From an optimization exercise on the open Yosys and OpenROAD flow, aimed at small area, a short achievable clock period and few clock cycles; shortcuts taken in it are not production practice.
In this exercise RTL edits were held to simulation tests only and were not proved equivalent to the original.
Power figures rest on the tool's default switching activity, not on a simulated workload.

Design SM_TOP, start of the top module:
module SM_TOP (
    input         i_CLK,
    input         i_RSTn,
    input         i_WE,
    input  [6:0]  i_ADDRESS,
    input  [20:0] i_DATA,
    output        o_RDY,
    output        o_ERROR,
    output [15:0] o_RESULT
);
Size in the first run: roughly 2700 flip-flops, roughly 49 I/O pins, roughly 120000 um^2 of cells after synthesis.
Settings: LEC_CHECK=0, CAP_MARGIN=20, CORE_MARGIN=2, CORE_UTILIZATION=60, CTS_CLUSTER_DIAMETER=80, CTS_CLUSTER_SIZE=30, PLACE_DENSITY=0.68, SLEW_MARGIN=20; clock period 10.0 ns.
standard.sh (not shown) runs the stock make flow with config.mk's settings and CLKGATE_MAP_FILE= SYNTH_SCRIPT=/design/flow/synth_recipe.tcl, a recipe that flattens the netlist after the stock synthesis.
==> flow/flow/run.sh <==
#!/bin/bash
export SETUP_SLACK_MARGIN=6.62
export CTS_ARGS="-sink_clustering_enable -repair_clock_nets -sink_clustering_size 30 -sink_clustering_max_diameter 80 -dont_use_dummy_load"
bash standard.sh MATCH_CELL_FOOTPRINT=0 finish > standard.log 2>&1
The first run completed without violations.
Testbench counts at the start, summed over its fixed seeds: cycles 26,698.
Rerun with:
==> flow/flow/run.sh (replaced) <==
#!/bin/bash
export SETUP_SLACK_MARGIN=6.8
export CTS_ARGS="-sink_clustering_enable -repair_clock_nets -sink_clustering_size 30 -sink_clustering_max_diameter 80 -dont_use_dummy_load"
bash standard.sh MATCH_CELL_FOOTPRINT=0 finish > standard.log 2>&1
Settings changed: ABC_AREA set to 1.
=> The new run completed without violations. Clock power grows by a few percent. Via count rises by well over a third. Wire length grows by a quarter to a third. Combinational power went up by well over a third. Design area increases by a few percent. Worst hold slack gets better by 18 ps. Count of clock-buffer cells in the layout grows by 2. Setup slack gains 120 ps. Cell count went up by well over a third.

========
SM_TOP, a different RTL version from the one above (not shown whole).
Size in the first run: ~7000 cells after synthesis, about 2700 flip-flops, ~49 I/O pins, roughly 120000 sq um of cells after synthesis.
Settings: LEC_CHECK=0, CAP_MARGIN=20, CORE_MARGIN=2, CORE_UTILIZATION=60, CTS_CLUSTER_DIAMETER=80, CTS_CLUSTER_SIZE=30, PLACE_DENSITY=0.68, SLEW_MARGIN=20; clock period 10.0 ns.
==> flow/flow/run.sh <==
#!/bin/bash
export SETUP_SLACK_MARGIN=6.8
bash standard.sh > standard.log 2>&1
Testbench counts at the start, summed over its fixed seeds: cycles 27,024.
Then changed:
==> flow/flow/run.sh (replaced) <==
#!/bin/bash
export SETUP_SLACK_MARGIN=6.8
export CTS_ARGS="-sink_clustering_enable -repair_clock_nets -sink_clustering_size 30 -sink_clustering_max_diameter 80 -dont_use_dummy_load"
bash standard.sh > standard.log 2>&1
Worst setup slack improves by 0.028 ns. Sequential power stays flat. Utilization is lower by 0.50 points. Clock power is lower by 15%. Synthesized cell count does not change. Cell area is lower by 0.74%. Power is lower by 2.1%. Critical path depth stays the same. Wire length is lower by 0.39%. First-iteration DRC count is lower by 5.8%.
Then changed:
==> flow/flow/run.sh (replaced) <==
#!/bin/bash
export SETUP_SLACK_MARGIN=6.5
bash standard.sh > standard.log 2>&1
The changed run ran to the end with no violations.
Utilization fell by 1.6 points.
Via count fell by 2.6%.
Worst setup slack loses 0.23 ns.
Final area fell by 2.4%.

========
RTL: one of the versions met above, not the one the previous note started from.
Size in the first run: roughly 7,000 cells after synthesis, about 49 I/O pins, ~120,000 um2 of cells after synthesis.
clock: 10.0 ns
lec_check: 0
cap_margin: 20
core_margin: 2
core_utilization: 60
cts_cluster_diameter: 80
cts_cluster_size: 30
place_density: 0.68
slew_margin: 20
==> flow/flow/run.sh <==
#!/bin/bash
export SETUP_SLACK_MARGIN=6.8
export CTS_ARGS="-sink_clustering_enable -repair_clock_nets -sink_clustering_size 30 -sink_clustering_max_diameter 80 -dont_use_dummy_load"
bash standard.sh MATCH_CELL_FOOTPRINT=0 finish > standard.log 2>&1
Testbench counts at the start, summed over its fixed seeds: cycles 26,698.
Change:
--- a/flow/flow/run.sh
+++ b/flow/flow/run.sh
@@ -4 +4 @@
-bash standard.sh MATCH_CELL_FOOTPRINT=0 finish > standard.log 2>&1
+bash standard.sh > standard.log 2>&1
Result:
- utilization drops by 0.13 points
- via count drops slightly
- worst hold slack barely changes
- combinational power stays flat
- design area is about the same

## afterwards: timing with drivers on the ports
The flow's constraints put no driver on any port. The routed layouts listed below were extracted and timed again, unchanged, in two steps.
Step 1, drivers: a clkbuf_16 drives i_CLK and a buf_2 each remaining input, both assumed.
Step 2, shift: input delay + t, output delay - t, t = (earliest + latest rising clock arrival at the registers) / 2. This alone moves slack from input paths to output paths.
Slacks: ideal ports / drivers / drivers and shift; pairs: ideal ports / drivers.
run	t (ns)	setup slack, ns	clock arrival spread, ns	slew at the worst register clock pin (ns)	worst data-port slew with drivers (ns)
the first run of note 1	0.901	6.525 / 6.498 / 5.597	0.089 / 0.088	0.12 / 0.12	0.19
the second run of note 1	0.921	6.641 / 6.542 / 6.036	0.093 / 0.093	0.12 / 0.12	0.20
the first run of note 2	0.931	6.584 / 6.493 / 5.781	0.049 / 0.050	0.11 / 0.11	0.11
the second run of note 2	0.922	6.612 / 6.508 / 5.854	0.120 / 0.120	0.11 / 0.11	0.12
the third run of note 2	0.930	6.383 / 6.383 / 5.613	0.044 / 0.043	0.11 / 0.11	0.24
the first run of note 3	0.907	6.609 / 6.513 / 5.989	0.078 / 0.078	0.11 / 0.11	0.17
the second run of note 3	0.903	6.573 / 6.480 / 5.874	0.074 / 0.074	0.11 / 0.11	0.20
After both steps every run listed still meets setup and hold. For the first run of note 1, which loses most, drivers alone change the setup slack by -0.027 ns; drivers and shift together by -0.928 ns.
